What follows belongs to an exercise in optimizing a design on an open flow for small area, a short achievable clock period and few clock cycles per item; a production flow would make more cautious choices. Only simulation tests tie the RTL to the original design; equivalence was not proved. Power figures rest on the tool's default switching activity, not on a simulated workload.

<file path="flow/design.v">
module vfront(data, cut);
  input [15:0] data;
  output [22:0] cut;
  wire new_n40, new_n41, new_n42, new_n43, new_n44, new_n45, new_n46,
    new_n47, new_n48, new_n49, new_n50, new_n51, new_n52, new_n53, new_n54,
    new_n55, new_n56, new_n57, new_n58, new_n59, new_n60, new_n61, new_n62,
    new_n63, new_n64, new_n65, new_n66, new_n67, new_n68, new_n69, new_n70,
    new_n71, new_n72, new_n73, new_n74, new_n75, new_n76, new_n77, new_n78,
    new_n79, new_n80, new_n81, new_n82, new_n83, new_n84, new_n85, new_n86,
    new_n87, new_n88, new_n89, new_n90, new_n91, new_n92, new_n93, new_n94,
    new_n95, new_n96, new_n97, new_n98, new_n99, new_n100, new_n101,
    new_n102, new_n103, new_n104, new_n105, new_n106, new_n107, new_n108,
    new_n109, new_n110, new_n111, new_n112, new_n113, new_n114, new_n115,
    new_n116, new_n117, new_n118, new_n119, new_n120, new_n121, new_n122,
    new_n123, new_n124, new_n125, new_n126, new_n127, new_n128, new_n129,
    new_n130, new_n131, new_n132, new_n133, new_n134, new_n135, new_n136,
    new_n137, new_n138, new_n139, new_n140, new_n141, new_n142, new_n143,
    new_n144, new_n145, new_n146, new_n148, new_n149, new_n150, new_n151,
    new_n152, new_n153, new_n154, new_n155, new_n156, new_n157, new_n158,
    new_n159, new_n160, new_n161, new_n162, new_n163, new_n164, new_n165,
    new_n166, new_n167, new_n168, new_n169, new_n170, new_n171, new_n172,
    new_n173, new_n174, new_n175, new_n176, new_n177, new_n178, new_n179,
    new_n180, new_n181, new_n182, new_n183, new_n184, new_n185, new_n186,
    new_n187, new_n188, new_n189, new_n190, new_n191, new_n192, new_n193,
    new_n194, new_n195, new_n196, new_n197, new_n198, new_n199, new_n200,
    new_n201, new_n202, new_n203, new_n204, new_n205, new_n206, new_n207,
    new_n208, new_n209, new_n210, new_n211, new_n212, new_n213, new_n214,
    new_n215, new_n216, new_n217, new_n218, new_n219, new_n220, new_n221,
    new_n222, new_n223, new_n224, new_n225, new_n226, new_n227, new_n228,
    new_n229, new_n230, new_n231, new_n232, new_n233, new_n234, new_n235,
    new_n236, new_n237, new_n238, new_n239, new_n241, new_n242, new_n243,
    new_n244, new_n245, new_n246, new_n247, new_n248, new_n249, new_n250,
    new_n251, new_n252, new_n253, new_n254, new_n255, new_n256, new_n257,
    new_n258, new_n259, new_n260, new_n261, new_n263, new_n264, new_n265,
    new_n266, new_n267, new_n269, new_n270, new_n271, new_n272, new_n273,
    new_n274, new_n275, new_n276, new_n277, new_n278, new_n279, new_n280,
    new_n282, new_n283, new_n284, new_n285, new_n286, new_n287, new_n288,
    new_n289, new_n290, new_n292, new_n294, new_n295, new_n296, new_n297,
    new_n298, new_n299, new_n300, new_n301, new_n302, new_n303, new_n304,
    new_n305, new_n306, new_n307, new_n308, new_n309, new_n310, new_n311,
    new_n312, new_n313, new_n314, new_n315, new_n316, new_n317, new_n318,
    new_n319, new_n320, new_n321, new_n322, new_n323, new_n324, new_n325,
    new_n326, new_n327, new_n328, new_n329, new_n330, new_n331, new_n332,
    new_n333, new_n334, new_n335, new_n336, new_n337, new_n338, new_n339,
    new_n340, new_n341, new_n343, new_n344, new_n346, new_n347, new_n348,
    new_n349, new_n350, new_n352, new_n353, new_n354, new_n355, new_n356,
    new_n357, new_n358, new_n359, new_n360, new_n361, new_n362, new_n363,
    new_n364, new_n365, new_n366, new_n367, new_n369, new_n370, new_n372,
    new_n373, new_n375, new_n376, new_n378, new_n379, new_n380, new_n382,
    new_n383, new_n385, new_n386;
  assign new_n40 = ~data[8] & data[9];
  assign new_n41 = data[8] & ~data[9];
  assign new_n42 = ~new_n40 & ~new_n41;
  assign new_n43 = ~data[12] & data[13];
  assign new_n44 = data[12] & ~data[13];
  assign new_n45 = ~new_n43 & ~new_n44;
  assign new_n46 = data[10] & ~new_n45;
  assign new_n47 = ~data[10] & new_n45;
  assign new_n48 = ~new_n46 & ~new_n47;
  assign new_n49 = new_n42 & ~new_n48;
  assign new_n50 = ~data[10] & data[11];
  assign new_n51 = data[10] & ~data[11];
  assign new_n52 = ~new_n50 & ~new_n51;
  assign new_n53 = data[9] & ~new_n52;
  assign new_n54 = ~data[9] & new_n52;
  assign new_n55 = ~new_n53 & ~new_n54;
  assign new_n56 = data[14] & data[15];
  assign new_n57 = ~data[10] & new_n56;
  assign new_n58 = ~data[14] & ~data[15];
  assign new_n59 = data[10] & new_n58;
  assign new_n60 = ~new_n57 & ~new_n59;
  assign new_n61 = ~data[11] & data[13];
  assign new_n62 = data[11] & ~data[13];
  assign new_n63 = ~new_n61 & ~new_n62;
  assign new_n64 = ~new_n48 & new_n63;
  assign new_n65 = new_n60 & new_n64;
  assign new_n66 = ~new_n56 & ~new_n58;
  assign new_n67 = new_n60 & ~new_n66;
  assign new_n68 = new_n48 & new_n67;
  assign new_n69 = new_n42 & ~new_n68;
  assign new_n70 = ~new_n65 & new_n69;
  assign new_n71 = new_n65 & ~new_n66;
  assign new_n72 = new_n60 & ~new_n71;
  assign new_n73 = ~new_n42 & new_n72;
  assign new_n74 = ~new_n70 & ~new_n73;
  assign new_n75 = new_n55 & new_n74;
  assign new_n76 = new_n49 & new_n75;
  assign new_n77 = ~data[12] & new_n40;
  assign new_n78 = data[12] & new_n41;
  assign new_n79 = ~new_n77 & ~new_n78;
  assign new_n80 = ~new_n42 & new_n79;
  assign new_n81 = new_n48 & ~new_n63;
  assign new_n82 = ~new_n67 & new_n81;
  assign new_n83 = new_n80 & new_n82;
  assign new_n84 = ~new_n76 & ~new_n83;
  assign new_n85 = ~new_n60 & new_n81;
  assign new_n86 = ~new_n48 & ~new_n60;
  assign new_n87 = ~new_n68 & ~new_n86;
  assign new_n88 = ~new_n42 & new_n48;
  assign new_n89 = ~new_n49 & ~new_n88;
  assign new_n90 = new_n87 & ~new_n89;
  assign new_n91 = ~new_n66 & new_n89;
  assign new_n92 = ~new_n90 & ~new_n91;
  assign new_n93 = ~new_n42 & new_n71;
  assign new_n94 = ~new_n92 & ~new_n93;
  assign new_n95 = data[7] & ~new_n71;
  assign new_n96 = ~new_n55 & new_n74;
  assign new_n97 = ~data[6] & ~data[7];
  assign new_n98 = ~new_n42 & new_n85;
  assign new_n99 = ~new_n97 & ~new_n98;
  assign new_n100 = ~new_n96 & ~new_n99;
  assign new_n101 = ~data[7] & ~new_n55;
  assign new_n102 = ~new_n100 & new_n101;
  assign new_n103 = new_n42 & ~new_n102;
  assign new_n104 = new_n85 & ~new_n103;
  assign new_n105 = ~new_n55 & ~new_n60;
  assign new_n106 = ~new_n48 & new_n105;
  assign new_n107 = ~new_n42 & new_n106;
  assign new_n108 = ~data[7] & ~new_n107;
  assign new_n109 = ~new_n104 & new_n108;
  assign new_n110 = ~new_n95 & ~new_n109;
  assign new_n111 = new_n94 & new_n110;
  assign new_n112 = ~new_n63 & ~new_n67;
  assign new_n113 = ~new_n65 & new_n87;
  assign new_n114 = ~new_n112 & new_n113;
  assign new_n115 = ~new_n42 & new_n114;
  assign new_n116 = new_n79 & new_n115;
  assign new_n117 = data[6] & ~data[7];
  assign new_n118 = new_n116 & new_n117;
  assign new_n119 = new_n63 & new_n72;
  assign new_n120 = ~new_n113 & new_n119;
  assign new_n121 = new_n80 & new_n120;
  assign new_n122 = ~new_n71 & ~new_n114;
  assign new_n123 = ~new_n94 & ~new_n122;
  assign new_n124 = ~new_n80 & new_n123;
  assign new_n125 = ~new_n121 & ~new_n124;
  assign new_n126 = new_n97 & ~new_n125;
  assign new_n127 = ~data[6] & data[7];
  assign new_n128 = new_n83 & new_n127;
  assign new_n129 = ~new_n126 & ~new_n128;
  assign new_n130 = ~new_n118 & new_n129;
  assign new_n131 = data[6] & data[7];
  assign new_n132 = ~new_n79 & new_n94;
  assign new_n133 = ~new_n105 & ~new_n132;
  assign new_n134 = ~new_n86 & ~new_n133;
  assign new_n135 = ~new_n42 & new_n86;
  assign new_n136 = new_n92 & new_n112;
  assign new_n137 = ~data[8] & ~data[9];
  assign new_n138 = ~data[12] & ~new_n137;
  assign new_n139 = data[8] & data[9];
  assign new_n140 = data[12] & ~new_n139;
  assign new_n141 = ~new_n138 & ~new_n140;
  assign new_n142 = new_n136 & ~new_n141;
  assign new_n143 = ~new_n85 & ~new_n142;
  assign new_n144 = ~new_n135 & new_n143;
  assign new_n145 = ~new_n134 & new_n144;
  assign new_n146 = ~new_n131 & ~new_n145;
  assign cut[13] = new_n100 | new_n146;
  assign new_n148 = ~new_n98 & ~new_n143;
  assign new_n149 = ~data[7] & new_n76;
  assign new_n150 = ~new_n148 & ~new_n149;
  assign new_n151 = ~cut[13] & ~new_n150;
  assign new_n152 = new_n42 & ~new_n141;
  assign new_n153 = new_n136 & ~new_n152;
  assign new_n154 = ~new_n85 & ~new_n153;
  assign new_n155 = ~new_n134 & ~new_n154;
  assign new_n156 = new_n117 & new_n155;
  assign new_n157 = new_n79 & new_n123;
  assign new_n158 = ~new_n79 & new_n120;
  assign new_n159 = ~new_n157 & ~new_n158;
  assign new_n160 = new_n127 & ~new_n159;
  assign new_n161 = ~new_n156 & ~new_n160;
  assign new_n162 = ~new_n151 & new_n161;
  assign new_n163 = new_n130 & new_n162;
  assign new_n164 = ~new_n64 & ~new_n81;
  assign new_n165 = ~new_n89 & ~new_n164;
  assign new_n166 = new_n55 & ~new_n86;
  assign new_n167 = ~new_n106 & ~new_n166;
  assign new_n168 = new_n127 & ~new_n167;
  assign new_n169 = ~new_n66 & new_n168;
  assign new_n170 = new_n55 & new_n131;
  assign new_n171 = new_n82 & new_n170;
  assign new_n172 = data[6] & new_n66;
  assign new_n173 = new_n42 & ~new_n172;
  assign new_n174 = ~new_n171 & ~new_n173;
  assign new_n175 = ~new_n169 & new_n174;
  assign new_n176 = ~new_n103 & ~new_n175;
  assign new_n177 = new_n165 & ~new_n176;
  assign new_n178 = new_n84 & new_n177;
  assign new_n179 = new_n163 & ~new_n178;
  assign new_n180 = ~new_n111 & new_n179;
  assign new_n181 = new_n85 & new_n180;
  assign new_n182 = ~new_n75 & new_n181;
  assign new_n183 = ~new_n125 & new_n131;
  assign new_n184 = ~new_n79 & new_n97;
  assign new_n185 = new_n114 & new_n184;
  assign new_n186 = ~new_n85 & ~new_n135;
  assign new_n187 = new_n55 & ~new_n186;
  assign new_n188 = new_n97 & ~new_n143;
  assign new_n189 = ~new_n187 & new_n188;
  assign new_n190 = ~new_n185 & ~new_n189;
  assign new_n191 = ~new_n183 & new_n190;
  assign new_n192 = ~new_n97 & ~new_n145;
  assign new_n193 = ~new_n96 & new_n131;
  assign new_n194 = ~new_n192 & ~new_n193;
  assign new_n195 = ~new_n131 & ~new_n187;
  assign new_n196 = new_n194 & ~new_n195;
  assign new_n197 = new_n127 & new_n155;
  assign new_n198 = new_n117 & ~new_n159;
  assign new_n199 = data[6] & new_n55;
  assign new_n200 = ~data[6] & ~new_n55;
  assign new_n201 = ~new_n199 & ~new_n200;
  assign new_n202 = new_n70 & ~new_n92;
  assign new_n203 = ~new_n81 & new_n202;
  assign new_n204 = ~new_n201 & new_n203;
  assign new_n205 = data[7] & new_n204;
  assign new_n206 = ~new_n198 & ~new_n205;
  assign new_n207 = ~new_n197 & new_n206;
  assign new_n208 = ~new_n196 & new_n207;
  assign new_n209 = new_n191 & new_n208;
  assign new_n210 = ~new_n97 & ~new_n131;
  assign new_n211 = new_n68 & new_n75;
  assign new_n212 = ~new_n107 & ~new_n211;
  assign new_n213 = ~data[7] & ~new_n203;
  assign new_n214 = data[7] & ~new_n115;
  assign new_n215 = new_n201 & ~new_n214;
  assign new_n216 = ~new_n213 & new_n215;
  assign new_n217 = ~new_n116 & ~new_n216;
  assign new_n218 = new_n212 & new_n217;
  assign new_n219 = new_n210 & ~new_n218;
  assign new_n220 = ~new_n84 & new_n210;
  assign new_n221 = new_n82 & new_n184;
  assign new_n222 = ~new_n220 & ~new_n221;
  assign new_n223 = ~new_n219 & new_n222;
  assign new_n224 = new_n209 & new_n223;
  assign new_n225 = ~new_n182 & new_n224;
  assign new_n226 = new_n210 & ~new_n212;
  assign new_n227 = ~new_n66 & ~new_n110;
  assign new_n228 = new_n176 & ~new_n227;
  assign new_n229 = ~new_n55 & new_n97;
  assign new_n230 = new_n71 & new_n229;
  assign new_n231 = new_n85 & new_n170;
  assign new_n232 = ~new_n230 & ~new_n231;
  assign new_n233 = ~new_n228 & new_n232;
  assign new_n234 = ~new_n226 & new_n233;
  assign new_n235 = new_n163 & ~new_n185;
  assign new_n236 = new_n207 & new_n235;
  assign new_n237 = new_n234 & new_n236;
  assign new_n238 = new_n55 & new_n71;
  assign new_n239 = new_n237 & new_n238;
  assign cut[4] = ~new_n225 | new_n239;
  assign new_n241 = ~new_n84 & ~cut[4];
  assign new_n242 = new_n92 & new_n210;
  assign new_n243 = new_n159 & new_n242;
  assign new_n244 = new_n154 & new_n243;
  assign new_n245 = ~new_n241 & ~new_n244;
  assign new_n246 = new_n72 & new_n91;
  assign new_n247 = ~new_n67 & ~new_n81;
  assign new_n248 = new_n91 & new_n247;
  assign new_n249 = ~new_n83 & ~new_n248;
  assign new_n250 = ~new_n134 & ~new_n249;
  assign new_n251 = ~new_n246 & ~new_n250;
  assign new_n252 = ~new_n110 & new_n251;
  assign new_n253 = new_n210 & new_n236;
  assign new_n254 = ~new_n252 & new_n253;
  assign new_n255 = new_n191 & ~new_n216;
  assign new_n256 = new_n170 & new_n203;
  assign new_n257 = data[7] & new_n76;
  assign new_n258 = ~new_n256 & ~new_n257;
  assign new_n259 = new_n255 & new_n258;
  assign new_n260 = ~new_n254 & new_n259;
  assign new_n261 = new_n234 & new_n260;
  assign cut[0] = ~new_n245 | ~new_n261;
  assign new_n263 = data[7] & ~new_n196;
  assign new_n264 = new_n246 & ~new_n263;
  assign new_n265 = ~data[7] & ~new_n196;
  assign new_n266 = new_n248 & ~new_n265;
  assign new_n267 = ~new_n264 & ~new_n266;
  assign cut[1] = ~new_n237 | ~new_n267;
  assign new_n269 = new_n222 & new_n245;
  assign new_n270 = new_n170 & new_n246;
  assign new_n271 = new_n229 & new_n248;
  assign new_n272 = ~new_n270 & ~new_n271;
  assign new_n273 = new_n269 & new_n272;
  assign new_n274 = ~new_n94 & new_n225;
  assign new_n275 = new_n180 & ~new_n274;
  assign new_n276 = ~new_n85 & ~new_n203;
  assign new_n277 = new_n200 & ~new_n276;
  assign new_n278 = ~new_n211 & ~new_n277;
  assign new_n279 = data[7] & ~new_n278;
  assign new_n280 = new_n275 & ~new_n279;
  assign cut[2] = ~new_n273 | ~new_n280;
  assign new_n282 = new_n135 & new_n170;
  assign new_n283 = ~new_n216 & ~new_n282;
  assign new_n284 = data[6] & new_n246;
  assign new_n285 = new_n176 & ~new_n284;
  assign new_n286 = data[6] & new_n211;
  assign new_n287 = new_n161 & ~new_n286;
  assign new_n288 = ~new_n196 & new_n287;
  assign new_n289 = ~new_n285 & new_n288;
  assign new_n290 = new_n283 & new_n289;
  assign cut[3] = ~new_n273 | ~new_n290;
  assign new_n292 = ~new_n79 & new_n85;
  assign cut[7] = ~new_n194 | new_n292;
  assign new_n294 = new_n57 & new_n62;
  assign new_n295 = new_n59 & new_n61;
  assign new_n296 = ~data[12] & ~new_n295;
  assign new_n297 = data[10] & ~new_n56;
  assign new_n298 = ~new_n58 & ~new_n297;
  assign new_n299 = new_n61 & new_n298;
  assign new_n300 = new_n62 & ~new_n298;
  assign new_n301 = ~new_n299 & ~new_n300;
  assign new_n302 = ~new_n296 & new_n301;
  assign new_n303 = ~new_n294 & ~new_n302;
  assign new_n304 = new_n40 & ~new_n85;
  assign new_n305 = ~new_n303 & ~new_n304;
  assign new_n306 = ~new_n68 & ~new_n247;
  assign new_n307 = new_n41 & ~new_n306;
  assign new_n308 = ~new_n305 & ~new_n307;
  assign new_n309 = ~new_n57 & new_n62;
  assign new_n310 = new_n308 & new_n309;
  assign new_n311 = ~new_n59 & ~new_n63;
  assign new_n312 = ~new_n298 & ~new_n311;
  assign new_n313 = ~new_n57 & new_n61;
  assign new_n314 = ~new_n308 & new_n313;
  assign new_n315 = ~new_n312 & ~new_n314;
  assign new_n316 = ~new_n310 & new_n315;
  assign new_n317 = cut[7] & ~new_n316;
  assign new_n318 = ~new_n71 & new_n137;
  assign new_n319 = new_n138 & ~new_n139;
  assign new_n320 = ~new_n120 & new_n319;
  assign new_n321 = data[12] & new_n42;
  assign new_n322 = ~data[11] & ~data[13];
  assign new_n323 = ~data[10] & ~new_n56;
  assign new_n324 = ~new_n58 & ~new_n323;
  assign new_n325 = new_n322 & ~new_n324;
  assign new_n326 = data[11] & data[13];
  assign new_n327 = new_n324 & new_n326;
  assign new_n328 = ~new_n325 & ~new_n327;
  assign new_n329 = ~new_n321 & ~new_n328;
  assign new_n330 = ~new_n320 & ~new_n329;
  assign new_n331 = ~new_n318 & new_n330;
  assign new_n332 = ~data[10] & new_n58;
  assign new_n333 = new_n322 & ~new_n332;
  assign new_n334 = new_n331 & new_n333;
  assign new_n335 = new_n326 & ~new_n332;
  assign new_n336 = ~new_n331 & new_n335;
  assign new_n337 = new_n63 & ~new_n67;
  assign new_n338 = new_n324 & ~new_n337;
  assign new_n339 = ~new_n336 & ~new_n338;
  assign new_n340 = ~new_n334 & new_n339;
  assign new_n341 = ~cut[7] & new_n340;
  assign cut[5] = ~new_n317 & ~new_n341;
  assign new_n343 = ~cut[7] & new_n331;
  assign new_n344 = cut[7] & ~new_n308;
  assign cut[6] = new_n343 | new_n344;
  assign new_n346 = ~new_n98 & ~new_n117;
  assign new_n347 = ~new_n75 & ~new_n346;
  assign new_n348 = new_n154 & ~new_n250;
  assign new_n349 = ~new_n116 & new_n348;
  assign new_n350 = ~new_n127 & ~new_n349;
  assign cut[10] = new_n347 | new_n350;
  assign new_n352 = new_n40 & ~new_n306;
  assign new_n353 = new_n303 & ~new_n352;
  assign new_n354 = new_n41 & ~new_n85;
  assign new_n355 = ~new_n353 & ~new_n354;
  assign new_n356 = new_n309 & ~new_n355;
  assign new_n357 = new_n313 & new_n355;
  assign new_n358 = ~new_n312 & ~new_n357;
  assign new_n359 = ~new_n356 & new_n358;
  assign new_n360 = cut[10] & ~new_n359;
  assign new_n361 = ~new_n71 & new_n139;
  assign new_n362 = new_n330 & ~new_n361;
  assign new_n363 = new_n335 & ~new_n362;
  assign new_n364 = new_n333 & new_n362;
  assign new_n365 = ~new_n338 & ~new_n364;
  assign new_n366 = ~new_n363 & new_n365;
  assign new_n367 = ~cut[10] & new_n366;
  assign cut[8] = ~new_n360 & ~new_n367;
  assign new_n369 = ~cut[10] & new_n362;
  assign new_n370 = cut[10] & new_n355;
  assign cut[9] = new_n369 | new_n370;
  assign new_n372 = cut[13] & ~new_n316;
  assign new_n373 = ~cut[13] & new_n340;
  assign cut[11] = ~new_n372 & ~new_n373;
  assign new_n375 = cut[13] & ~new_n308;
  assign new_n376 = ~cut[13] & new_n331;
  assign cut[12] = new_n375 | new_n376;
  assign new_n378 = ~new_n98 & ~new_n127;
  assign new_n379 = ~new_n75 & ~new_n378;
  assign new_n380 = ~new_n117 & ~new_n349;
  assign cut[16] = new_n379 | new_n380;
  assign new_n382 = ~new_n359 & cut[16];
  assign new_n383 = new_n366 & ~cut[16];
  assign cut[14] = ~new_n382 & ~new_n383;
  assign new_n385 = new_n362 & ~cut[16];
  assign new_n386 = new_n355 & cut[16];
  assign cut[15] = new_n385 | new_n386;
  assign cut[17] = data[0];
  assign cut[18] = data[1];
  assign cut[19] = data[2];
  assign cut[20] = data[3];
  assign cut[21] = data[4];
  assign cut[22] = data[5];
endmodule
module vback(cut, dout);
  input [22:0] cut;
  output [7:0] dout;
  wire new_n32, new_n33, new_n34, new_n35, new_n36, new_n37, new_n38,
    new_n39, new_n40, new_n41, new_n42, new_n43, new_n44, new_n45, new_n46,
    new_n47, new_n48, new_n49, new_n50, new_n51, new_n52, new_n53, new_n54,
    new_n55, new_n56, new_n57, new_n58, new_n59, new_n60, new_n61, new_n62,
    new_n63, new_n64, new_n65, new_n66, new_n67, new_n68, new_n69, new_n70,
    new_n71, new_n72, new_n73, new_n74, new_n75, new_n76, new_n77, new_n78,
    new_n79, new_n80, new_n81, new_n82, new_n83, new_n84, new_n85, new_n86,
    new_n87, new_n88, new_n89, new_n90, new_n91, new_n92, new_n93, new_n94,
    new_n95, new_n96, new_n97, new_n98, new_n99, new_n100, new_n101,
    new_n102, new_n103, new_n104, new_n105, new_n106, new_n107, new_n108,
    new_n109, new_n110, new_n111, new_n112, new_n113, new_n114, new_n115,
    new_n116, new_n117, new_n118, new_n119, new_n120, new_n121, new_n122,
    new_n123, new_n124, new_n125, new_n126, new_n127, new_n128, new_n129,
    new_n130, new_n131, new_n132, new_n133, new_n134, new_n135, new_n136,
    new_n137, new_n138, new_n139, new_n140, new_n141, new_n142, new_n143,
    new_n144, new_n145, new_n146, new_n147, new_n148, new_n149, new_n150,
    new_n151, new_n152, new_n153, new_n154, new_n155, new_n156, new_n157,
    new_n158, new_n159, new_n160, new_n161, new_n162, new_n163, new_n164,
    new_n165, new_n166, new_n167, new_n168, new_n169, new_n170, new_n171,
    new_n172, new_n173, new_n174, new_n175, new_n176, new_n177, new_n178,
    new_n179, new_n180, new_n181, new_n182, new_n183, new_n184, new_n185,
    new_n186, new_n187, new_n188, new_n189, new_n190, new_n191, new_n192,
    new_n193, new_n194, new_n195, new_n196, new_n197, new_n198, new_n199,
    new_n200, new_n201, new_n202, new_n203, new_n204, new_n205, new_n206,
    new_n207, new_n208, new_n209, new_n210, new_n211, new_n212, new_n213,
    new_n214, new_n215, new_n216, new_n217, new_n218, new_n219, new_n220,
    new_n221, new_n222, new_n223, new_n224, new_n225, new_n226, new_n227,
    new_n228, new_n229, new_n230, new_n231, new_n232, new_n233, new_n234,
    new_n235, new_n236, new_n237, new_n238, new_n239, new_n240, new_n241,
    new_n242, new_n243, new_n244, new_n245, new_n246, new_n247, new_n248,
    new_n249, new_n250, new_n251, new_n252, new_n253, new_n254, new_n255,
    new_n256, new_n257, new_n258, new_n259, new_n260, new_n261, new_n262,
    new_n263, new_n264, new_n265, new_n266, new_n267, new_n268, new_n269,
    new_n270, new_n271, new_n272, new_n273, new_n274, new_n275, new_n276,
    new_n277, new_n278, new_n279, new_n280, new_n281, new_n282, new_n283,
    new_n284, new_n285, new_n286, new_n287, new_n288, new_n289, new_n290,
    new_n291, new_n292, new_n293, new_n295, new_n296, new_n297, new_n298,
    new_n299, new_n300, new_n301, new_n302, new_n303, new_n304, new_n305,
    new_n306, new_n307, new_n308, new_n309, new_n310, new_n311, new_n312,
    new_n313, new_n314, new_n316, new_n317, new_n318, new_n319, new_n320,
    new_n321, new_n322, new_n324, new_n325, new_n326, new_n327, new_n328,
    new_n329, new_n330, new_n331, new_n332, new_n333, new_n334, new_n335,
    new_n336, new_n337, new_n338, new_n339, new_n341, new_n342, new_n343,
    new_n344, new_n345, new_n346, new_n347, new_n348, new_n349, new_n350,
    new_n351, new_n352, new_n353, new_n354, new_n355, new_n357, new_n358,
    new_n359, new_n360, new_n361, new_n362, new_n363, new_n364, new_n366,
    new_n367, new_n368, new_n369, new_n370, new_n371, new_n373, new_n374,
    new_n375, new_n376, new_n377, new_n378;
  assign new_n32 = cut[19] & cut[20];
  assign new_n33 = cut[21] & cut[22];
  assign new_n34 = cut[0] & cut[2];
  assign new_n35 = ~cut[1] & new_n34;
  assign new_n36 = cut[3] & cut[4];
  assign new_n37 = new_n35 & new_n36;
  assign new_n38 = ~cut[3] & cut[4];
  assign new_n39 = cut[1] & cut[2];
  assign new_n40 = new_n38 & new_n39;
  assign new_n41 = ~new_n37 & ~new_n40;
  assign new_n42 = new_n33 & ~new_n41;
  assign new_n43 = ~cut[21] & ~cut[22];
  assign new_n44 = ~cut[2] & ~cut[4];
  assign new_n45 = ~cut[0] & ~cut[1];
  assign new_n46 = cut[3] & ~new_n45;
  assign new_n47 = new_n44 & new_n46;
  assign new_n48 = new_n43 & new_n47;
  assign new_n49 = ~new_n42 & ~new_n48;
  assign new_n50 = cut[21] & ~cut[22];
  assign new_n51 = ~cut[21] & cut[22];
  assign new_n52 = ~new_n50 & ~new_n51;
  assign new_n53 = ~cut[3] & ~new_n33;
  assign new_n54 = cut[3] & ~new_n43;
  assign new_n55 = ~new_n53 & ~new_n54;
  assign new_n56 = new_n52 & ~new_n55;
  assign new_n57 = ~cut[4] & new_n39;
  assign new_n58 = new_n56 & new_n57;
  assign new_n59 = new_n49 & ~new_n58;
  assign new_n60 = cut[3] & ~cut[4];
  assign new_n61 = cut[0] & new_n60;
  assign new_n62 = cut[1] & ~cut[2];
  assign new_n63 = new_n61 & new_n62;
  assign new_n64 = ~cut[22] & ~new_n63;
  assign new_n65 = cut[22] & ~new_n37;
  assign new_n66 = ~new_n64 & ~new_n65;
  assign new_n67 = new_n59 & ~new_n66;
  assign new_n68 = new_n32 & ~new_n67;
  assign new_n69 = ~cut[1] & ~cut[4];
  assign new_n70 = ~cut[1] & ~cut[2];
  assign new_n71 = ~cut[0] & new_n70;
  assign new_n72 = ~new_n69 & ~new_n71;
  assign new_n73 = ~new_n44 & ~new_n72;
  assign new_n74 = ~cut[3] & new_n73;
  assign new_n75 = new_n50 & new_n70;
  assign new_n76 = new_n51 & ~new_n70;
  assign new_n77 = ~new_n75 & ~new_n76;
  assign new_n78 = new_n74 & ~new_n77;
  assign new_n79 = ~cut[2] & ~cut[3];
  assign new_n80 = ~new_n45 & ~new_n79;
  assign new_n81 = cut[2] & cut[3];
  assign new_n82 = ~cut[1] & ~new_n81;
  assign new_n83 = ~new_n79 & new_n82;
  assign new_n84 = cut[0] & cut[1];
  assign new_n85 = ~new_n45 & ~new_n84;
  assign new_n86 = ~new_n83 & ~new_n85;
  assign new_n87 = ~new_n80 & ~new_n86;
  assign new_n88 = new_n69 & new_n87;
  assign new_n89 = new_n51 & new_n88;
  assign new_n90 = ~new_n38 & ~new_n60;
  assign new_n91 = new_n35 & ~new_n90;
  assign new_n92 = new_n44 & ~new_n84;
  assign new_n93 = ~cut[3] & new_n92;
  assign new_n94 = cut[1] & new_n93;
  assign new_n95 = ~new_n91 & ~new_n94;
  assign new_n96 = new_n50 & ~new_n95;
  assign new_n97 = ~new_n89 & ~new_n96;
  assign new_n98 = ~new_n78 & new_n97;
  assign new_n99 = ~cut[19] & ~cut[20];
  assign new_n100 = new_n98 & new_n99;
  assign new_n101 = ~new_n39 & ~new_n70;
  assign new_n102 = ~cut[0] & ~cut[2];
  assign new_n103 = ~cut[3] & ~new_n102;
  assign new_n104 = new_n101 & new_n103;
  assign new_n105 = ~cut[4] & new_n104;
  assign new_n106 = new_n43 & new_n105;
  assign new_n107 = new_n73 & ~new_n90;
  assign new_n108 = new_n33 & new_n107;
  assign new_n109 = ~new_n106 & ~new_n108;
  assign new_n110 = new_n34 & new_n38;
  assign new_n111 = new_n60 & new_n102;
  assign new_n112 = ~new_n110 & ~new_n111;
  assign new_n113 = ~cut[1] & ~new_n112;
  assign new_n114 = new_n55 & new_n113;
  assign new_n115 = new_n109 & ~new_n114;
  assign new_n116 = new_n32 & new_n115;
  assign new_n117 = ~new_n100 & ~new_n116;
  assign new_n118 = cut[4] & ~new_n34;
  assign new_n119 = ~new_n83 & ~new_n104;
  assign new_n120 = new_n118 & ~new_n119;
  assign new_n121 = new_n56 & new_n120;
  assign new_n122 = new_n61 & ~new_n101;
  assign new_n123 = new_n51 & new_n122;
  assign new_n124 = ~cut[3] & new_n39;
  assign new_n125 = ~cut[0] & ~cut[4];
  assign new_n126 = new_n124 & ~new_n125;
  assign new_n127 = ~new_n110 & new_n126;
  assign new_n128 = new_n50 & new_n127;
  assign new_n129 = ~new_n123 & ~new_n128;
  assign new_n130 = new_n39 & new_n125;
  assign new_n131 = ~new_n52 & new_n130;
  assign new_n132 = cut[4] & new_n87;
  assign new_n133 = ~new_n45 & new_n52;
  assign new_n134 = new_n132 & new_n133;
  assign new_n135 = ~new_n131 & ~new_n134;
  assign new_n136 = new_n129 & new_n135;
  assign new_n137 = ~new_n121 & new_n136;
  assign new_n138 = ~new_n117 & new_n137;
  assign new_n139 = ~cut[19] & cut[20];
  assign new_n140 = cut[19] & ~cut[20];
  assign new_n141 = ~new_n139 & ~new_n140;
  assign new_n142 = new_n46 & ~new_n102;
  assign new_n143 = new_n118 & new_n142;
  assign new_n144 = new_n50 & new_n143;
  assign new_n145 = cut[0] & ~cut[2];
  assign new_n146 = ~new_n69 & ~new_n145;
  assign new_n147 = ~cut[3] & new_n146;
  assign new_n148 = ~new_n142 & ~new_n147;
  assign new_n149 = cut[4] & new_n148;
  assign new_n150 = ~new_n70 & new_n149;
  assign new_n151 = new_n51 & new_n150;
  assign new_n152 = ~new_n144 & ~new_n151;
  assign new_n153 = new_n49 & new_n152;
  assign new_n154 = ~new_n141 & new_n153;
  assign new_n155 = ~new_n138 & ~new_n154;
  assign new_n156 = new_n55 & new_n120;
  assign new_n157 = new_n36 & new_n52;
  assign new_n158 = new_n62 & new_n157;
  assign new_n159 = ~cut[4] & ~new_n52;
  assign new_n160 = ~new_n80 & new_n159;
  assign new_n161 = new_n86 & new_n160;
  assign new_n162 = ~new_n158 & ~new_n161;
  assign new_n163 = ~new_n156 & new_n162;
  assign new_n164 = new_n81 & new_n118;
  assign new_n165 = ~cut[1] & ~cut[21];
  assign new_n166 = cut[1] & cut[21];
  assign new_n167 = ~new_n165 & ~new_n166;
  assign new_n168 = new_n164 & ~new_n167;
  assign new_n169 = new_n99 & ~new_n168;
  assign new_n170 = new_n163 & new_n169;
  assign new_n171 = ~new_n52 & new_n77;
  assign new_n172 = new_n132 & new_n171;
  assign new_n173 = ~new_n114 & ~new_n172;
  assign new_n174 = new_n140 & new_n173;
  assign new_n175 = new_n78 & ~new_n125;
  assign new_n176 = ~new_n58 & ~new_n175;
  assign new_n177 = new_n139 & new_n176;
  assign new_n178 = ~new_n174 & ~new_n177;
  assign new_n179 = new_n51 & new_n63;
  assign new_n180 = new_n37 & new_n50;
  assign new_n181 = ~new_n179 & ~new_n180;
  assign new_n182 = new_n51 & new_n127;
  assign new_n183 = new_n50 & new_n122;
  assign new_n184 = ~new_n182 & ~new_n183;
  assign new_n185 = cut[1] & ~new_n52;
  assign new_n186 = ~new_n112 & new_n185;
  assign new_n187 = new_n52 & new_n93;
  assign new_n188 = ~new_n186 & ~new_n187;
  assign new_n189 = new_n184 & new_n188;
  assign new_n190 = new_n181 & new_n189;
  assign new_n191 = new_n32 & new_n190;
  assign new_n192 = new_n178 & ~new_n191;
  assign new_n193 = ~new_n170 & new_n192;
  assign new_n194 = new_n152 & ~new_n172;
  assign new_n195 = new_n52 & new_n164;
  assign new_n196 = new_n194 & ~new_n195;
  assign new_n197 = new_n99 & ~new_n196;
  assign new_n198 = ~new_n193 & ~new_n197;
  assign new_n199 = ~new_n155 & new_n198;
  assign new_n200 = ~new_n68 & new_n199;
  assign new_n201 = cut[17] & ~cut[18];
  assign new_n202 = ~new_n200 & new_n201;
  assign new_n203 = new_n33 & new_n105;
  assign new_n204 = new_n43 & new_n107;
  assign new_n205 = ~new_n203 & ~new_n204;
  assign new_n206 = new_n56 & new_n113;
  assign new_n207 = new_n205 & ~new_n206;
  assign new_n208 = new_n140 & new_n207;
  assign new_n209 = new_n74 & new_n171;
  assign new_n210 = new_n51 & ~new_n95;
  assign new_n211 = new_n50 & new_n88;
  assign new_n212 = ~new_n210 & ~new_n211;
  assign new_n213 = ~new_n209 & new_n212;
  assign new_n214 = new_n139 & new_n213;
  assign new_n215 = ~new_n208 & ~new_n214;
  assign new_n216 = new_n135 & new_n184;
  assign new_n217 = ~new_n156 & new_n216;
  assign new_n218 = ~new_n215 & new_n217;
  assign new_n219 = new_n51 & new_n143;
  assign new_n220 = new_n50 & new_n150;
  assign new_n221 = ~new_n219 & ~new_n220;
  assign new_n222 = new_n33 & new_n47;
  assign new_n223 = ~new_n41 & new_n43;
  assign new_n224 = ~new_n222 & ~new_n223;
  assign new_n225 = new_n221 & new_n224;
  assign new_n226 = new_n141 & new_n225;
  assign new_n227 = ~new_n218 & ~new_n226;
  assign new_n228 = ~new_n77 & new_n132;
  assign new_n229 = ~new_n206 & ~new_n228;
  assign new_n230 = new_n32 & new_n229;
  assign new_n231 = ~new_n52 & new_n66;
  assign new_n232 = new_n129 & new_n188;
  assign new_n233 = ~new_n231 & new_n232;
  assign new_n234 = new_n140 & new_n233;
  assign new_n235 = ~new_n230 & ~new_n234;
  assign new_n236 = new_n55 & new_n57;
  assign new_n237 = ~new_n125 & new_n209;
  assign new_n238 = ~new_n236 & ~new_n237;
  assign new_n239 = new_n99 & new_n238;
  assign new_n240 = new_n164 & new_n167;
  assign new_n241 = ~new_n121 & ~new_n240;
  assign new_n242 = new_n162 & new_n241;
  assign new_n243 = new_n139 & new_n242;
  assign new_n244 = ~new_n239 & ~new_n243;
  assign new_n245 = new_n235 & new_n244;
  assign new_n246 = new_n224 & ~new_n236;
  assign new_n247 = new_n181 & new_n246;
  assign new_n248 = new_n140 & ~new_n247;
  assign new_n249 = new_n221 & ~new_n228;
  assign new_n250 = ~new_n195 & new_n249;
  assign new_n251 = new_n139 & ~new_n250;
  assign new_n252 = ~new_n248 & ~new_n251;
  assign new_n253 = ~new_n245 & new_n252;
  assign new_n254 = ~new_n227 & new_n253;
  assign new_n255 = ~cut[17] & cut[18];
  assign new_n256 = ~new_n254 & new_n255;
  assign new_n257 = ~new_n202 & ~new_n256;
  assign new_n258 = ~new_n99 & new_n163;
  assign new_n259 = new_n98 & new_n258;
  assign new_n260 = new_n196 & new_n259;
  assign new_n261 = ~new_n32 & new_n189;
  assign new_n262 = new_n115 & new_n261;
  assign new_n263 = new_n67 & new_n262;
  assign new_n264 = ~new_n260 & ~new_n263;
  assign new_n265 = new_n173 & new_n176;
  assign new_n266 = ~new_n178 & ~new_n265;
  assign new_n267 = ~cut[20] & ~new_n181;
  assign new_n268 = cut[20] & new_n168;
  assign new_n269 = ~new_n267 & ~new_n268;
  assign new_n270 = ~new_n266 & new_n269;
  assign new_n271 = ~new_n264 & new_n270;
  assign new_n272 = ~new_n155 & new_n271;
  assign new_n273 = cut[18] & ~new_n272;
  assign new_n274 = new_n99 & ~new_n240;
  assign new_n275 = new_n207 & new_n233;
  assign new_n276 = new_n247 & new_n275;
  assign new_n277 = cut[20] & new_n276;
  assign new_n278 = ~new_n139 & new_n162;
  assign new_n279 = new_n213 & new_n278;
  assign new_n280 = new_n250 & new_n279;
  assign new_n281 = cut[20] & new_n66;
  assign new_n282 = ~new_n121 & ~new_n281;
  assign new_n283 = new_n280 & new_n282;
  assign new_n284 = ~new_n277 & ~new_n283;
  assign new_n285 = ~new_n274 & new_n284;
  assign new_n286 = new_n99 & ~new_n229;
  assign new_n287 = new_n32 & ~new_n238;
  assign new_n288 = ~new_n286 & ~new_n287;
  assign new_n289 = ~new_n227 & new_n288;
  assign new_n290 = ~new_n285 & new_n289;
  assign new_n291 = ~cut[17] & ~new_n290;
  assign new_n292 = ~new_n273 & ~new_n291;
  assign new_n293 = ~new_n255 & ~new_n292;
  assign dout[0] = ~new_n257 | new_n293;
  assign new_n295 = new_n140 & ~new_n246;
  assign new_n296 = new_n139 & ~new_n249;
  assign new_n297 = ~new_n201 & ~new_n296;
  assign new_n298 = ~new_n295 & new_n297;
  assign new_n299 = ~new_n254 & ~new_n298;
  assign new_n300 = ~new_n266 & new_n288;
  assign new_n301 = new_n205 & new_n212;
  assign new_n302 = new_n141 & new_n301;
  assign new_n303 = new_n97 & new_n109;
  assign new_n304 = ~new_n141 & new_n303;
  assign new_n305 = ~new_n302 & ~new_n304;
  assign new_n306 = new_n300 & ~new_n305;
  assign new_n307 = ~new_n299 & new_n306;
  assign new_n308 = new_n200 & new_n307;
  assign new_n309 = new_n32 & ~new_n59;
  assign new_n310 = new_n99 & ~new_n194;
  assign new_n311 = ~new_n309 & ~new_n310;
  assign new_n312 = new_n298 & new_n311;
  assign new_n313 = ~new_n255 & new_n312;
  assign new_n314 = ~new_n308 & ~new_n313;
  assign dout[1] = ~new_n257 | new_n314;
  assign new_n316 = ~new_n298 & ~new_n307;
  assign new_n317 = ~new_n245 & ~new_n305;
  assign new_n318 = ~new_n193 & new_n317;
  assign new_n319 = cut[18] & ~new_n318;
  assign new_n320 = new_n290 & ~new_n319;
  assign new_n321 = ~dout[1] & ~new_n320;
  assign new_n322 = ~new_n256 & ~new_n321;
  assign dout[2] = new_n316 | ~new_n322;
  assign new_n324 = new_n298 & new_n314;
  assign new_n325 = ~new_n202 & ~new_n324;
  assign new_n326 = ~cut[18] & ~new_n318;
  assign new_n327 = new_n272 & ~new_n326;
  assign new_n328 = ~dout[1] & ~new_n327;
  assign new_n329 = new_n325 & ~new_n328;
  assign new_n330 = new_n32 & new_n325;
  assign new_n331 = new_n260 & ~new_n330;
  assign new_n332 = new_n99 & new_n325;
  assign new_n333 = ~new_n331 & ~new_n332;
  assign new_n334 = ~new_n329 & new_n333;
  assign new_n335 = new_n139 & new_n321;
  assign new_n336 = new_n140 & new_n321;
  assign new_n337 = new_n280 & ~new_n336;
  assign new_n338 = ~new_n335 & ~new_n337;
  assign new_n339 = dout[2] & new_n338;
  assign dout[3] = new_n334 | new_n339;
  assign new_n341 = dout[2] & ~new_n338;
  assign new_n342 = ~new_n329 & ~new_n333;
  assign new_n343 = ~new_n341 & ~new_n342;
  assign new_n344 = ~new_n81 & new_n159;
  assign new_n345 = new_n33 & new_n341;
  assign new_n346 = new_n43 & ~new_n341;
  assign new_n347 = ~new_n345 & ~new_n346;
  assign new_n348 = ~new_n344 & new_n347;
  assign new_n349 = ~new_n343 & new_n348;
  assign new_n350 = new_n52 & new_n148;
  assign new_n351 = ~new_n51 & new_n334;
  assign new_n352 = ~new_n50 & ~new_n334;
  assign new_n353 = ~new_n351 & ~new_n352;
  assign new_n354 = ~new_n350 & ~new_n353;
  assign new_n355 = dout[3] & new_n354;
  assign dout[4] = new_n349 | new_n355;
  assign new_n357 = ~new_n343 & ~new_n348;
  assign new_n358 = cut[7] & new_n357;
  assign new_n359 = cut[16] & new_n355;
  assign new_n360 = ~new_n358 & ~new_n359;
  assign new_n361 = cut[10] & new_n349;
  assign new_n362 = dout[3] & ~new_n354;
  assign new_n363 = cut[13] & new_n362;
  assign new_n364 = ~new_n361 & ~new_n363;
  assign dout[5] = ~new_n360 | ~new_n364;
  assign new_n366 = cut[6] & new_n357;
  assign new_n367 = cut[9] & new_n349;
  assign new_n368 = cut[12] & new_n362;
  assign new_n369 = ~new_n367 & ~new_n368;
  assign new_n370 = cut[15] & new_n355;
  assign new_n371 = new_n369 & ~new_n370;
  assign dout[6] = new_n366 | ~new_n371;
  assign new_n373 = cut[14] & new_n355;
  assign new_n374 = cut[8] & new_n349;
  assign new_n375 = cut[11] & new_n362;
  assign new_n376 = ~new_n374 & ~new_n375;
  assign new_n377 = cut[5] & new_n357;
  assign new_n378 = new_n376 & ~new_n377;
  assign dout[7] = new_n373 | ~new_n378;
endmodule
module viterbi_decoder(clk, rst, en, data, data_out, done_flag);
    input clk, rst, en;
    input [15:0] data;
    output [7:0] data_out;
    output reg done_flag;
    wire [22:0] cut;
    reg  [22:0] cut_q;
    vfront head (.data(data), .cut(cut));
    vback  tail (.cut(cut_q), .dout(data_out));
    always @(posedge clk or posedge rst)
        if (rst) done_flag <= 1'b0;
        else     done_flag <= en;
    always @(posedge clk)
        cut_q <= cut;
endmodule
</file>
<file path="flow/flow/run.sh">
#!/bin/bash
# The standard layout (the standard.sh, unchanged synthesis), except that the
# port buffers inserted before global placement are sky130_fd_sc_hd__buf_2
# instead of the resizer's default pick (a clkdlybuf4s50 delay cell).
set -euo pipefail
export BUFFER_PORTS_ARGS="-buffer_cell sky130_fd_sc_hd__buf_2"
bash standard.sh finish > standard.log 2>&1
</file>
<file path="flow/standard.sh">
#!/bin/bash
# synth_recipe.tcl (not shown) runs the flow's synth.tcl, then flattens the netlist and writes it again
# the make line also repeats each setting of config.mk as NAME=value (left out here)
make -C /OpenROAD-flow-scripts/flow DESIGN_CONFIG=/design/flow/config.mk WORK_HOME=/design/flow/orfs CLKGATE_MAP_FILE= SYNTH_SCRIPT=/design/flow/synth_recipe.tcl "${@:-finish}"
</file>
<file path="flow/config.mk">
export PLATFORM = sky130hd
export DESIGN_NAME = viterbi_decoder
export DESIGN_NICKNAME = viterbi_decoder
export VERILOG_FILES = /design/flow/design.v
export SDC_FILE = /design/flow/constraint.sdc
export NUM_CORES = 4
export LEC_CHECK = 0
export ABC_AREA = 1
export CAP_MARGIN = 20
export CORE_MARGIN = 2
export CORE_UTILIZATION = 65
export SLEW_MARGIN = 20
</file>
<file path="flow/constraint.sdc">
create_clock -name core_clock -period 5.0 [get_ports {clk}]
set_input_delay 1.0000 -clock core_clock [delete_from_list [all_inputs] [get_ports {clk}]]
set_output_delay 1.0000 -clock core_clock [all_outputs]
set_load 0.01 [all_outputs]
</file>
==> flow_metrics.tcl, run 1 <==
set metrics [dict create \
    place.detailed.hpwl_mm 9.12 \
    setup_violations 0 \
    fp-row-count 27 \
    grt_antenna_before_repair 0 \
    grt_pass1_wl_mm 18.5 \
    layout.nets 750 \
    cts_tree "yes" \
    drive_gt1_share_pct 12.5 \
    grt_max_degree 15 \
    finalSetupTns_ns 0 \
    antenna_left 0 \
    globalplace.congestion 1.04 \
    place_inst 764 \
    rsz0062_at_grt "false" \
    drcViolationCount 0 \
    synth_area_um2 3800 \
    clock_sinks 24 \
    root_buffer "clkbuf_8" \
    yosysUniqueCellTypes 50 \
    yosysTopAreaCellShare_pct 18.8 \
    status "timing/DRC/antenna clean" \
    finalCriticalPeriod_ns 4.52 \
    pre_cts_slack_ns 0.859 \
    antenna_cells 0 \
    timing.final.ws_setup_ns 0.483 \
    htreeDepth 1 \
    initial_core_util_pct 68.1 \
    cts_made_buffers 3 \
    core_um2 5570 \
    postCtsSetupBuffers 0 \
    worst_slew_pin_slew_ns 0.661 \
    first_global_vias 4372 \
    synth_warnings 1 \
    synthTopCellsByArea "nand2_1 (19%), dfxtp_1 (12%), ha_1 (11%)" \
    crit_type "reg -> out" \
    ys_seq_area_share_pct 12.8 \
    syn2layout_area_growth_pct 6.82 \
    peakVddDrop_mv 0.245 \
    die-area_um2 6470 \
    cp_max_fo 9 \
    grt_use_total_pct 35.4 \
    fmax_ghz 0.221 \
    slew_headroom_pct 55.5 \
    maxCapViolations 0 \
    finalPower_mw 1.74 \
    arrival_ns 3.52 \
    drt-initial-drc-count 435 \
    p_leak_nw 2.33 \
    die_y_um 80.4 \
    overflow 0 \
    firstDrtPassIters 6 \
    yosysTopAreaCell "nand2_1" \
    dr_total_vias 4600 \
    cp.required_ns 4.00 \
    synthesis.nets 725 \
    ys_seq_elements 24 \
    p_per_area_nw_per_um2 430 \
    startpoint "cut_q[1]" \
    stdcell_count 768 \
    maxSlewViolCount 0 \
    finalCritPeriodShare_pct 90.3 \
    wl_mm 11.2 \
    setup.worst_path.end_class "output port" \
    start_kind "flip-flop" \
    cts_resized 0 \
    finalHoldViolations 0 \
    io_buffers 27 \
    syn_inst 672 \
    hold_class "in -> async" \
    setup.worst_path.end "data_out[5]" \
    fin_hold_ws_ns 0.545 \
    hold_buffers 0 \
    drt-vias-per-instance 5.99 \
    routedWlPerCell_um 14.6 \
    die_w_um 80.4 \
    clkTransAtPathRegs_ns 0.09 \
    ioPinCount 28 \
    cts.path.max_buffers 2 \
    synth_area_per_cell_um2 5.65 \
]
[through the flow]
stage,utilization [%],cell area (µm²)
detailed placement,71.5,3980
global route,72.7,4060
global placement,71.5,3980
floorplan,-,3800
finish,72.7,4060
CTS,72.7,4060
[power by group]
group	internal, mW	switching, mW	total (mW)
clock	0.107	0.0592	0.166
combinational	0.413	0.859	1.27
sequential	0.243	0.0636	0.306
total	0.762	0.982	1.74
[worst min path at each step]
stage / start / to / slack (ns) / cells after the start
after CTS: rst / done_flag / 0.54 / 2
after detailed placement: rst / done_flag / 0.84 / 2
after floorplan: rst / done_flag / 0.73 / 1
after global placement: rst / done_flag / 0.83 / 2
final: rst / done_flag / 0.54 / 2
after global routing: rst / done_flag / 0.53 / 2
[flip-flops by register name (all words and copies together), names as in the netlist]
register	cells
cut_q	23
done_flag	1
[layout make-up]
type                            count  area [µm²]
Sequential cell                    24         485
Clock inverter                      1        30.0
Inverter                          117         442
Fill cell                         502        1520
Tap cell                           72        90.1
Multi-Input combinational cell    524        2830
Clock buffer                        3        41.3
Timing Repair Buffer               27         135
[layout by cell type, fill, tap and decap left out, drive strengths merged, types with 2 or more instances in the layout]
| cell type | n |
|---|---|
| inv | 115 |
| o22ai | 4 |
| nand3 | 86 |
| nand4 | 22 |
| ha | 34 |
| clkinv | 2 |
| xnor2 | 2 |
| buf | 27 |
| dfxtp | 23 |
| nand3b | 2 |
| o211ai | 2 |
| nor3 | 9 |
| xor2 | 3 |
| clkbuf | 3 |
| o31ai | 2 |
| a21oi | 21 |
| nand2 | 200 |
| o21bai | 2 |
| o21ai | 41 |
| o221ai | 2 |
| a21boi | 2 |
| nor3b | 2 |
| mux2 | 4 |
| a31oi | 3 |
| nor2 | 74 |
[critical path, stage by stage, from the launching register on]
cell	delay, ns
dfxtp_1	0.55
inv_2	0.12
ha_1	0.26
nand2_1	0.07
nand2_1	0.10
nor2_1	0.21
nand4_2	0.20
nand3_1	0.12
nand2_1	0.07
nor2_1	0.16
nor2_1	0.07
nand2_1	0.10
inv_1	0.06
nand3_2	0.10
nand3_2	0.09
nand2_1	0.07
inv_1	0.04
nand2_2	0.08
nand3_2	0.11
nand2_1	0.11
nand3_1	0.14
nand3_1	0.12
nand2_1	0.06
inv_1	0.05
nand2_1	0.05
buf_2	0.13
[synthesized netlist by cell type (all sizes together)]
cell type,number
nand4,22
a21oi,21
ha,34
nand3,86
o22ai,4
inv,115
buf,5
or2,1
a22oi,1
xnor2,2
o21bai,2
a31oi,3
nor2,74
and2,1
a21boi,2
nor4,1
nor3,9
clkbuf,2
o21ai,41
dfxtp,23
o211a,1
mux2i,1
dfrtp,1
clkinv,2
or3,1
nand3b,2
xor2,3
o221ai,2
o211ai,2
mux2,4
nor3b,2
o31ai,2
nand2,200
[routing by layer]
metal | vias up | track usage (%) | wire [µm]
met5 | - | 0 | 0
met4 | 0 | 22.4 | 633
met3 | 75 | 4.38 | 1010
met2 | 320 | 62.3 | 5330
met1 | 1974 | 40.2 | 4230
li1 | 2231 | - | -
[kinds of logic after synthesis]
group | share of synthesized area (%)
simple gates | 47.8
buf+inv | 12.6
compound gates | 12.6
fa+ha+maj | 11.2
flops | 12.8
xor+xnor | 1.55
mux | 1.45
Testbench counts, summed over its fixed seeds: cycles 1,280, blocks 1,280.
==> run 2, diff against run 1 <==
--- a/flow/config.mk
+++ b/flow/config.mk
@@ -10,3 +10,4 @@
 export CORE_MARGIN = 2
-export CORE_UTILIZATION = 65
+export CORE_UTILIZATION = 40
+export SETUP_SLACK_MARGIN = 0.7
 export SLEW_MARGIN = 20
==> flow_metrics.tcl, run 2 <==
set metrics [dict create \
    die_w_um 101 \
    yosysMostFrequentCell "nand2_1" \
    place_inst 821 \
    antenna_cells 0 \
    swShare_pct 54.5 \
    initial_core_util_pct 41.1 \
    firstDrtPassIters 5 \
    status "timing/DRC/antenna clean" \
    yosysUniqueCellTypes 50 \
    largest_reg_flops 23 \
    synth_area_per_cell_um2 5.65 \
    cts_tree "yes" \
    wl_met1_mm 5.19 \
    antenna_left 0 \
    synth-edff-count 0 \
    grt_antenna_before_repair 0 \
    overflow 0 \
    setup_violations 0 \
    met3_length_um 739 \
    drcViolationCount 0 \
    wl_met2_mm 6.13 \
    routedWlPerCell_um 14.7 \
    cp_max_fo 4 \
    pwr-share-seq_pct 15.4 \
    p_per_area_nw_per_um2 444 \
    pre_cts_slack_ns 0.841 \
    p_leak_nw 2.48 \
    io_buffers 27 \
    syn_inst 672 \
    drt-initial-drc-count 295 \
    postSynth.asyncResetShare_pct 4.17 \
    hold_class "in -> async" \
    finalHoldViolations 0 \
    place.detailed.hpwl_mm 9.83 \
    crit_type "reg -> out" \
    p_sw_mw 1.13 \
    die-area_um2 10300 \
    top_regs "cut_q: 23 flops, done_flag: 1 flops" \
    clkPwrFrac_pct 8.3 \
    arrival_ns 3.11 \
    layout.cells.most_common "nand2_1" \
    combPwrFrac_pct 76.3 \
    syn2layout_area_growth_pct 22.6 \
    root_buffer "clkbuf_8" \
    finalCritPeriodShare_pct 82.2 \
    htreeDepth 1 \
    grt_use_total_pct 23.2 \
    setup.worst_path.end_class "output port" \
    wl_mm 12.5 \
    die_y_um 101 \
    layout_common_cells "nand2_1 (171), inv_1 (98), nand3_1 (66)" \
    globalplace.congestion 0.976 \
    worst_slew_pin_slew_ns 0.627 \
    peakVddDrop_mv 0.145 \
    core_um2 9240 \
    synthTopCellsByCount "nand2_1 (190), inv_1 (101), nand3_1 (80)" \
    grt_pass1_wl_mm 19.4 \
    synthFlopType "dfxtp_1" \
    ys_seq_area_share_pct 12.8 \
    dr_total_vias 4566 \
    fmax_ghz 0.243 \
    clock_sinks 24 \
    finalCriticalPeriod_ns 4.11 \
    drive_gt1_share_pct 24.4 \
    maxCapViolations 0 \
    top_layer_used "met4" \
    first_global_vias 4187 \
    finalSetupTns_ns 0 \
    cp.required_ns 4.00 \
    ioPinCount 28 \
    fp-row-count 35 \
    grt_max_degree 15 \
    drt-vias-per-instance 5.39 \
    internal-power_mw 0.940 \
    yosysTopAreaCell "nand2_1" \
    stdcell_count 847 \
    timing.final.ws_setup_ns 0.888 \
    maxSlewViolCount 0 \
    ys_seq_elements 24 \
    synthesis.nets 725 \
    synthTopCellsByArea "nand2_1 (19%), dfxtp_1 (12%), ha_1 (11%)" \
    cts_made_buffers 3 \
    synth_warnings 1 \
    yosysTopAreaCellShare_pct 18.8 \
    start_kind "flip-flop" \
    finalPower_mw 2.07 \
    slew_headroom_pct 58.0 \
    hold_buffers 0 \
    synth_area_um2 3800 \
    clkTransAtPathRegs_ns 0.09 \
    largest-register "cut_q" \
    rsz0062_at_grt "false" \
    layout.nets 772 \
    cts.path.max_buffers 2 \
]
-- run 2: cell type report --
cell class	instances	area, µm²
Clock inverter	1	30.0
Sequential cell	24	512
Clock buffer	3	41.3
Multi-Input combinational cell	524	3150
Tap cell	129	161
Inverter	117	452
Fill cell	939	4590
Timing Repair Buffer	49	313
-- run 2: worst max-delay path by stage --
stage                    from           to  slack (ns)  depth (start not counted)
finish              cut_q[22]  data_out[5]        0.89                         23
CTS                 cut_q[21]  data_out[5]        0.71                         25
global route        cut_q[22]  data_out[7]        0.62                         24
floorplan            cut_q[1]  data_out[5]        1.40                         21
detailed placement   cut_q[1]  data_out[5]        0.84                         22
global placement     cut_q[1]  data_out[6]        0.85                         23
-- run 2: worst max-delay path, stage by stage, from the launching register on --
cell	delay [ns]
dfxtp_4	0.37
inv_2	0.11
ha_4	0.16
inv_1	0.08
o21ai_4	0.26
nor2_4	0.07
nand3_2	0.10
nand3_1	0.10
nor2_1	0.11
nand2_1	0.07
nand2_1	0.09
nand2_1	0.09
inv_1	0.10
nand3_4	0.10
a21oi_4	0.21
nand3_2	0.12
nand2_2	0.11
a21oi_1	0.10
nor2_4	0.13
nand3_1	0.09
nand2_1	0.06
inv_1	0.04
nand2_1	0.05
buf_2	0.12
-- run 2: what timing repair did --
item,CTS,global route
buffers inserted,0,22
setup endpoints to repair,4,5
pin swaps,1,20
gates resized for setup,9,87
-- run 2: through the flow --
step | utilization [%] | hold slack [ns] | instance area (µm²)
after floorplan | - | 0.729 | 3800
after global placement | 43.9 | 0.832 | 4060
after detailed placement | 43.9 | 0.839 | 4060
after CTS | 44.8 | 0.536 | 4140
after global routing | 50.4 | 0.534 | 4650
final | 50.4 | 0.539 | 4650
-- run 2: cell families (layout without fill, tap and decap cells) --
kind of cell               after synthesis  in the layout  share of synthesized area [%]
AOI/OAI and AO/OA                       81             81                           12.6
xor gates and xnor gates                 5              5                           1.55
buffers and inverters                  124            170                           12.6
muxes                                    5              5                           1.45
DFF                                     24             24                           12.8
and+or+nand+nor                        399            399                           47.8
adders and majority gates               34             34                           11.2
-- run 2: power groups by stage --
stage	sequential [mW]	combinational, mW	clock, mW
2_1_floorplan	0.279	0.956	0
3_3_place_gp	0.313	1.24	0
3_5_place_dp	0.313	1.24	0
4_1_cts	0.312	1.25	0.175
5_1_grt	0.325	1.72	0.184
6_report	0.318	1.58	0.171
-- run 2: routing by layer --
layer | global-route usage (%) | vias up
li1 | - | 2261
met1 | 29.1 | 2076
met2 | 41.9 | 193
met3 | 1.59 | 36
met4 | 8.21 | 0
met5 | 0 | -
==> run 3, diff against run 2 <==
--- a/flow/config.mk
+++ b/flow/config.mk
@@ -11,3 +11,3 @@
 export CORE_UTILIZATION = 40
-export SETUP_SLACK_MARGIN = 0.7
+export SETUP_SLACK_MARGIN = 1.0
 export SLEW_MARGIN = 20
==> flow_metrics.tcl, run 3 <==
set metrics [dict create \
    fmax_ghz 0.244 \
    slew_headroom_pct 57.0 \
    finalPower_mw 2.15 \
    use_met3_pct 1.52 \
    drt-initial-drc-count 301 \
    layout_common_cells "nand2_1 (168), inv_1 (96), nand3_1 (62)" \
    peakVddDrop_mv 0.139 \
    synth_area_um2 3800 \
    core_um2 9240 \
    synth_area_per_cell_um2 5.65 \
    yosysUniqueCellTypes 50 \
    maxCapViolations 0 \
    top_regs "cut_q: 23 flops, done_flag: 1 flops" \
    synthesis.nets 725 \
    die_w_um 101 \
    setup.worst_path.end_class "output port" \
    antenna_cells 0 \
    p_per_area_nw_per_um2 444 \
    drive_gt1_share_pct 27.1 \
    wl_mm 12.7 \
    first_global_vias 4393 \
    arrival_ns 3.10 \
    synthTopCellsByCount "nand2_1 (190), inv_1 (101), nand3_1 (80)" \
    ys_seq_elements 24 \
    dr_total_vias 4627 \
    yosysTopAreaCell "nand2_1" \
    cp_max_fo 6 \
    cts_made_buffers 3 \
    path_common_cell "nand2_1" \
    largest_reg_flops 23 \
    finalHoldViolations 0 \
    setup_violations 0 \
    layout.cells.most_common "nand2_1" \
    finalCriticalPeriod_ns 4.10 \
    grt_use_total_pct 24.2 \
    syn_inst 672 \
    cpMaxStageDelayCell "dfxtp_4" \
    path_cells "ha_2 -> nand2_1 -> o21ai_4 -> nor2_4 -> nand3_2 -> nand3_1 -> nor2_1 -> nand2_1 -> nand2_1 -> nand2_1 -> inv_1 -> nand3_4 -> a21oi_4 -> nand3_2 -> nand2_4 -> a21oi_4 -> nor2_4 -> nand3_2 -> nand2_1 -> inv_1 -> nand2_1 -> buf_2" \
    fill_cells 912 \
    max_stage_delay_ns 0.40 \
    rsz0062_at_grt "true" \
    finalSetupTns_ns 0 \
    firstDrtPassIters 5 \
    worst_slew_pin_slew_ns 0.639 \
    crit_type "reg -> out" \
    synthFlopType "dfxtp_1" \
    final_util_pct 52.4 \
    largest-register "cut_q" \
    postSynth.asyncResetShare_pct 4.17 \
    drcViolationCount 0 \
    cts_tree "yes" \
    use_met2_pct 44.3 \
    routedWlPerCell_um 14.8 \
    initial_core_util_pct 41.1 \
    drt-vias-per-instance 5.41 \
    stdcell_count 855 \
    die-area_um2 10300 \
    ioPinCount 28 \
    clkTransAtPathRegs_ns 0.09 \
    synth_warnings 1 \
    start_kind "flip-flop" \
    yosysMostFrequentCell "nand2_1" \
    grt_antenna_before_repair 0 \
    grt_max_degree 15 \
    synthTopCellsByArea "nand2_1 (19%), dfxtp_1 (12%), ha_1 (11%)" \
    layout.nets 780 \
    antenna_left 0 \
    synth-edff-count 0 \
    fp-row-count 35 \
    status "timing/DRC/antenna clean" \
    maxSlewViolCount 0 \
    grtUsageMet1_pct 29.5 \
    syn2layout_area_growth_pct 27.6 \
    finalCritPeriodShare_pct 82.1 \
    clock_sinks 24 \
    htreeDepth 1 \
    ys_seq_area_share_pct 12.8 \
    die_y_um 101 \
    grt_pass1_wl_mm 20.2 \
    io_buffers 27 \
    place_inst 821 \
    cts.path.max_buffers 2 \
    p_leak_nw 2.55 \
    hold_class "in -> async" \
    root_buffer "clkbuf_8" \
    yosysTopAreaCellShare_pct 18.8 \
    cp.required_ns 4.00 \
    globalplace.congestion 0.976 \
    place.detailed.hpwl_mm 9.83 \
    overflow 0 \
    busiest_layer "met2" \
]
==> run 3: cells by family (layout without fill, tap and decap cells) <==
kind of cell / Yosys count / in the layout / share of synthesized area [%]
adders and majority gates: 34 / 34 / 11.2
muxes: 5 / 5 / 1.45
AOI/OAI and AO/OA: 81 / 81 / 12.6
buffers and inverters: 124 / 178 / 12.6
DFF: 24 / 24 / 12.8
xor gates and xnor gates: 5 / 5 / 1.55
and+or+nand+nor: 399 / 399 / 47.8
==> run 3: layer usage <==
| metal | vias to the layer above | part of all wire [%] | wire [µm] |
|---|---|---|---|
| met4 | 0 | 3.3 | 414 |
| met1 | 2098 | 41 | 5140 |
| li1 | 2284 | - | - |
| met3 | 45 | 6.2 | 782 |
| met5 | - | 0 | 0 |
| met2 | 200 | 50 | 6340 |
==> run 3: path summary, 6_finish.rpt <==
check	from	end	slack, ns	depth (start not counted)
worst max-delay path	cut_q[21]	data_out[5]	0.90	22
worst min-delay path	rst	done_flag	0.54	2
max in group asynchronous	rst	done_flag	4.37	2
min in group core_clock	data[3]	cut_q[20]	0.82	1
==> run 3: final cells by class <==
| type | count | area [µm²] | share of cell area [%] |
|---|---|---|---|
| clock buffer | 3 | 41.3 | 0.852 |
| clock inverter | 1 | 30.0 | 0.620 |
| inverter | 117 | 468 | 9.66 |
| multi-input combinational | 524 | 3250 | 67.2 |
| sequential | 24 | 512 | 10.6 |
| tap | 129 | 161 | 3.33 |
| timing repair buffer | 57 | 377 | 7.78 |
==> run 3: metrics by stage <==
| stage | instance area (µm²) | hold slack, ns | setup WS, ns |
|---|---|---|---|
| final | 4840 | 0.539 | 0.895 |
| after global routing | 4840 | 0.534 | 0.698 |
| after CTS | 4500 | 0.536 | 0.964 |
| after detailed placement | 4060 | 0.839 | 0.841 |
| after global placement | 4060 | 0.832 | 0.849 |
| after floorplan | 3800 | 0.729 | 1.40 |
==> run 3: report_power, final <==
group          internal (mW)  switching, mW  leakage [nW]
sequential             0.254         0.0530         0.207
clock                  0.107         0.0646        0.0357
combinational          0.608           1.06          2.31
==> run 3: worst max-delay path, delay by kind of cell, from the launching register on <==
family                     cells  cell delay, ns
AOI/OAI and AO/OA              3            0.38
and+or+nand+nor               15            1.51
DFF                            1            0.40
adders and majority gates      1            0.27
buffers and inverters          3            0.26
==> run 3: timing repair <==
item                                    CTS  global route
endpoints found under the setup margin    5            10
pin swaps                                17            23
hold buffers                              0             0
gates resized for setup                  75            52
buffers inserted                         15            15

[what the ideal ports hide]
In the flow no input, the clock included, has a driving cell. The finished layouts below were timed again as built, in two steps.
Step 1 (the two cells are an assumption about what drives the block):
set clk [get_ports {clk}]
set_driving_cell -lib_cell sky130_fd_sc_hd__clkbuf_16 $clk
set_driving_cell -lib_cell sky130_fd_sc_hd__buf_2 [delete_from_list [all_inputs] $clk]
Step 2 also shifts input and output timing later by t, the mid clock arrival at the registers, as if the neighbouring blocks saw the same clock.
Slacks: ideal / step 1 / step 2; pairs: ideal / step 1.
run	t, ns	setup WS [ns]	cell pins on the clock port's net
run 1	0.285	0.483 / 0.459 / 0.744	1
run 2	0.295	0.888 / 0.859 / 0.805	1
run 3	0.296	0.895 / 0.866 / 1.012	1
After both steps setup and hold are still met in every run listed. For run 2, which loses most, drivers alone change the setup slack by -0.029 ns; drivers and shift together by -0.083 ns.
